From an optimization exercise on the open Yosys and OpenROAD flow, aimed at small area and a short achievable clock period; shortcuts taken in it are not production practice. Only simulation tests tie the RTL to the original design; equivalence was not proved.

==> branch cedar: inputs <==
==> flow/design.v (excerpt) <==
module top_FPU ( clk, rst, operation, a_fpn, b_fpn, out );
  input  logic        clk;
  input  logic        rst;
  input  logic [1:0]  operation;
  input  logic [31:0] a_fpn;
  input  logic [31:0] b_fpn;
  output logic [31:0] out;
  logic        sa, sb, ha, hb;
  logic [7:0]  ea, eb;
  logic [22:0] ma, mb;
  logic [23:0] Ma, Mb;
  assign sa = a_fpn[31];    assign sb = b_fpn[31];
  assign ea = a_fpn[30:23]; assign eb = b_fpn[30:23];
  assign ma = a_fpn[22:0];  assign mb = b_fpn[22:0];
  assign ha = |ea;          assign hb = |eb;
  assign Ma = {ha, ma};     assign Mb = {hb, mb};
  logic op_add, op_sub, op_mul, op_div;
  assign op_add = (operation == 2'd0);
  assign op_sub = (operation == 2'd1);
  assign op_mul = (operation == 2'd2);
  assign op_div = (operation == 2'd3);
  logic zero_a, zero_b, inf_a, inf_b, nan_a, nan_b;
  assign zero_a = (a_fpn[30:0] == 31'd0);
  assign zero_b = (b_fpn[30:0] == 31'd0);
  assign inf_a  = (ea == 8'd255) && (ma == 23'd0);
  assign inf_b  = (eb == 8'd255) && (mb == 23'd0);
  assign nan_a  = (ea == 8'd255) && (ma != 23'd0);
  ...
clock: 1000.0 ns
lec_check: 0
abc_area: 0
abc_clock_period_in_ps: 1000000
cap_margin: 20
core_margin: 2
core_utilization: 65
gpl_routability_driven: 0
gpl_timing_driven: 0
slew_margin: 20
synth_hierarchical: 1
run.sh (not shown) runs the stock make flow with config.mk's settings and CLKGATE_MAP_FILE= SYNTH_SCRIPT=/design/flow/synth_recipe.tcl, a recipe that flattens the netlist after the stock synthesis.
==> branch tundra (differences from branch cedar) <==
==> flow/flow/run.sh (new file) <==
#!/bin/bash
set -euo pipefail
here=$(cd "$(dirname "${BASH_SOURCE[0]}")" && pwd)
work=$(cd "$here/.." && pwd)
cd "$work"
bash "$work/standard.sh" "SYNTH_CANONICALIZE_TCL=$here/canon.tcl" synth > "$work/synth.log" 2>&1
bash "$work/standard.sh" > "$work/layout.log" 2>&1
==> flow/flow/canon.tcl (new file) <==
# Hook run in ORFS's canonicalize step (SYNTH_CANONICALIZE_TCL): each hd_* leaf
# module of the design is one standard cell; replace its behavioural body by an
# instance of that cell, so that synthesis keeps the cell as chosen.
set my_flow_dir [file dirname [file normalize [info script]]]
delete hd_*
read_verilog -sv $my_flow_dir/cells.v
hierarchy -check -top $::env(DESIGN_NAME)
==> flow/flow/cells.v (new file) <==
module hd_fa_1 (input A, input B, input CIN, output COUT, output SUM);
  sky130_fd_sc_hd__fa_1 u (.A(A), .B(B), .CIN(CIN), .COUT(COUT), .SUM(SUM));
endmodule
module hd_fa_2 (input A, input B, input CIN, output COUT, output SUM);
  sky130_fd_sc_hd__fa_2 u (.A(A), .B(B), .CIN(CIN), .COUT(COUT), .SUM(SUM));
endmodule
module hd_ha_1 (input A, input B, output COUT, output SUM);
  sky130_fd_sc_hd__ha_1 u (.A(A), .B(B), .COUT(COUT), .SUM(SUM));
endmodule
module hd_o22ai_1 (input A1, input A2, input B1, input B2, output Y);
  sky130_fd_sc_hd__o22ai_1 u (.A1(A1), .A2(A2), .B1(B1), .B2(B2), .Y(Y));
endmodule
module hd_xor2_1 (input A, input B, output X);
  sky130_fd_sc_hd__xor2_1 u (.A(A), .B(B), .X(X));
endmodule
module hd_and2_1 (input A, input B, output X);
  sky130_fd_sc_hd__and2_1 u (.A(A), .B(B), .X(X));
endmodule
module hd_maj3_1 (input A, input B, input C, output X);
  sky130_fd_sc_hd__maj3_1 u (.A(A), .B(B), .C(C), .X(X));
endmodule
module hd_nand4_1 (input A, input B, input C, input D, output Y);
  sky130_fd_sc_hd__nand4_1 u (.A(A), .B(B), .C(C), .D(D), .Y(Y));
endmodule
module hd_nor2_1 (input A, input B, output Y);
  sky130_fd_sc_hd__nor2_1 u (.A(A), .B(B), .Y(Y));
endmodule
module hd_nor2_4 (input A, input B, output Y);
  sky130_fd_sc_hd__nor2_4 u (.A(A), .B(B), .Y(Y));
endmodule
module hd_nand2_1 (input A, input B, output Y);
  sky130_fd_sc_hd__nand2_1 u (.A(A), .B(B), .Y(Y));
endmodule
module hd_nand2_4 (input A, input B, output Y);
  sky130_fd_sc_hd__nand2_4 u (.A(A), .B(B), .Y(Y));
endmodule
module hd_or2_1 (input A, input B, output X);
  sky130_fd_sc_hd__or2_1 u (.A(A), .B(B), .X(X));
endmodule
module hd_or2_4 (input A, input B, output X);
  sky130_fd_sc_hd__or2_4 u (.A(A), .B(B), .X(X));
endmodule
module hd_xnor2_1 (input A, input B, output Y);
  sky130_fd_sc_hd__xnor2_1 u (.A(A), .B(B), .Y(Y));
endmodule
module hd_xnor2_4 (input A, input B, output Y);
  sky130_fd_sc_hd__xnor2_4 u (.A(A), .B(B), .Y(Y));
endmodule
module hd_inv_1 (input A, output Y);
  sky130_fd_sc_hd__inv_1 u (.A(A), .Y(Y));
endmodule
module hd_inv_2 (input A, output Y);
  sky130_fd_sc_hd__inv_2 u (.A(A), .Y(Y));
endmodule
module hd_inv_4 (input A, output Y);
  sky130_fd_sc_hd__inv_4 u (.A(A), .Y(Y));
endmodule
module hd_buf_2 (input A, output X);
  sky130_fd_sc_hd__buf_2 u (.A(A), .X(X));
endmodule
module hd_buf_4 (input A, output X);
  sky130_fd_sc_hd__buf_4 u (.A(A), .X(X));
endmodule
module hd_and4_1 (input A, input B, input C, input D, output X);
  sky130_fd_sc_hd__and4_1 u (.A(A), .B(B), .C(C), .D(D), .X(X));
endmodule
module hd_o21ai_1 (input A1, input A2, input B1, output Y);
  sky130_fd_sc_hd__o21ai_1 u (.A1(A1), .A2(A2), .B1(B1), .Y(Y));
endmodule
module hd_a21oi_1 (input A1, input A2, input B1, output Y);
  sky130_fd_sc_hd__a21oi_1 u (.A1(A1), .A2(A2), .B1(B1), .Y(Y));
endmodule
module hd_a32oi_4 (input A1, input A2, input A3, input B1, input B2, output Y);
  sky130_fd_sc_hd__a32oi_4 u (.A1(A1), .A2(A2), .A3(A3), .B1(B1), .B2(B2), .Y(Y));
endmodule
==> flow/standard.sh (new file) <==
#!/bin/bash
# synth_recipe.tcl (not shown) runs the flow's synth.tcl, then flattens the netlist and writes it again
# the make line also repeats each setting of config.mk as NAME=value (left out here)
make -C /OpenROAD-flow-scripts/flow DESIGN_CONFIG=/design/flow/config.mk WORK_HOME=/design/flow/orfs CLKGATE_MAP_FILE= SYNTH_SCRIPT=/design/flow/synth_recipe.tcl "${@:-finish}"
Settings changed: ABC_AREA 0 to 1, CORE_UTILIZATION 65 to 45, SYNTH_HIERARCHICAL 1 to unset.
removed: flow/run.sh
==> run notes <==
Outcome: no timing/DRC/antenna violations
M3 GR Usage: 18.3%
Post-Syn Area: 54300 µm²
HPWL after DPL: 159000 µm
Timing startpoint of the critical path: a_fpn[24]
Crit-path slowest cell: fa_1
Synth-to-layout area growth: 5.04%
Fraction of area in registers: 1.12%
Clock period minus worst slack: 291400 ps
First-pass GRT wire length: 305000 µm
Slew @ Worst Pin: 1210 ps
Post-synth top area share: 45.4%
Worst path depth: 285
-- figures above: branch cedar

==> run notes <==
Slew @ Worst Pin: 1190 ps
HPWL after DPL: 167000 µm
Outcome: no timing/DRC/antenna violations
Clock period minus worst slack: 294030 ps
Post-synth top cells: 1230 x fa_1, 1171 x o22ai_1, 697 x nand2_1, 385 x o21ai_0, 326 x inv_1
Post-synth top area share: 47.1%
Vias: 49300
Timing startpoint of the critical path: a_fpn[23]
Post-Syn Area: 52300 µm²
First-pass GRT wire length: 311000 µm
Worst path depth: 351
Fraction of area in registers: 1.14%
Crit-path slowest cell: o21ai_0
Synth-to-layout area growth: 7.13%
M3 GR Usage: 7.03%
-- figures above: branch tundra

[separate check: timing with driven ports]
Ports are ideal in the flow. The routed layouts listed here were re-timed in OpenROAD. Step 1: set_driving_cell puts a clkbuf_16 on clk and a buf_2 on each other input, an assumption about the parent block. Step 2 also shifts input and output timing later by t, the mid clock arrival at the registers, as if the neighbouring blocks saw the same clock. Slacks: no drivers / after step 1 / after step 2; pairs: no drivers / after step 1.
run | t (ns) | slack for setup (ns) | worst register clock-pin slew, ns | worst slew at a driven data input, ns | cell pins on the clock port's net
branch cedar | 0.309 | 708.597 / 708.592 / 708.283 | 0.06 / 0.06 | 0.05 | 1
branch tundra | 0.298 | 705.968 / 705.968 / 705.670 | 0.05 / 0.05 | 0.13 | 1
After both steps setup and hold are still met in every run listed. The setup slack of branch cedar, which loses most, moves by -0.005 ns with the drivers and by -0.314 ns with both steps.
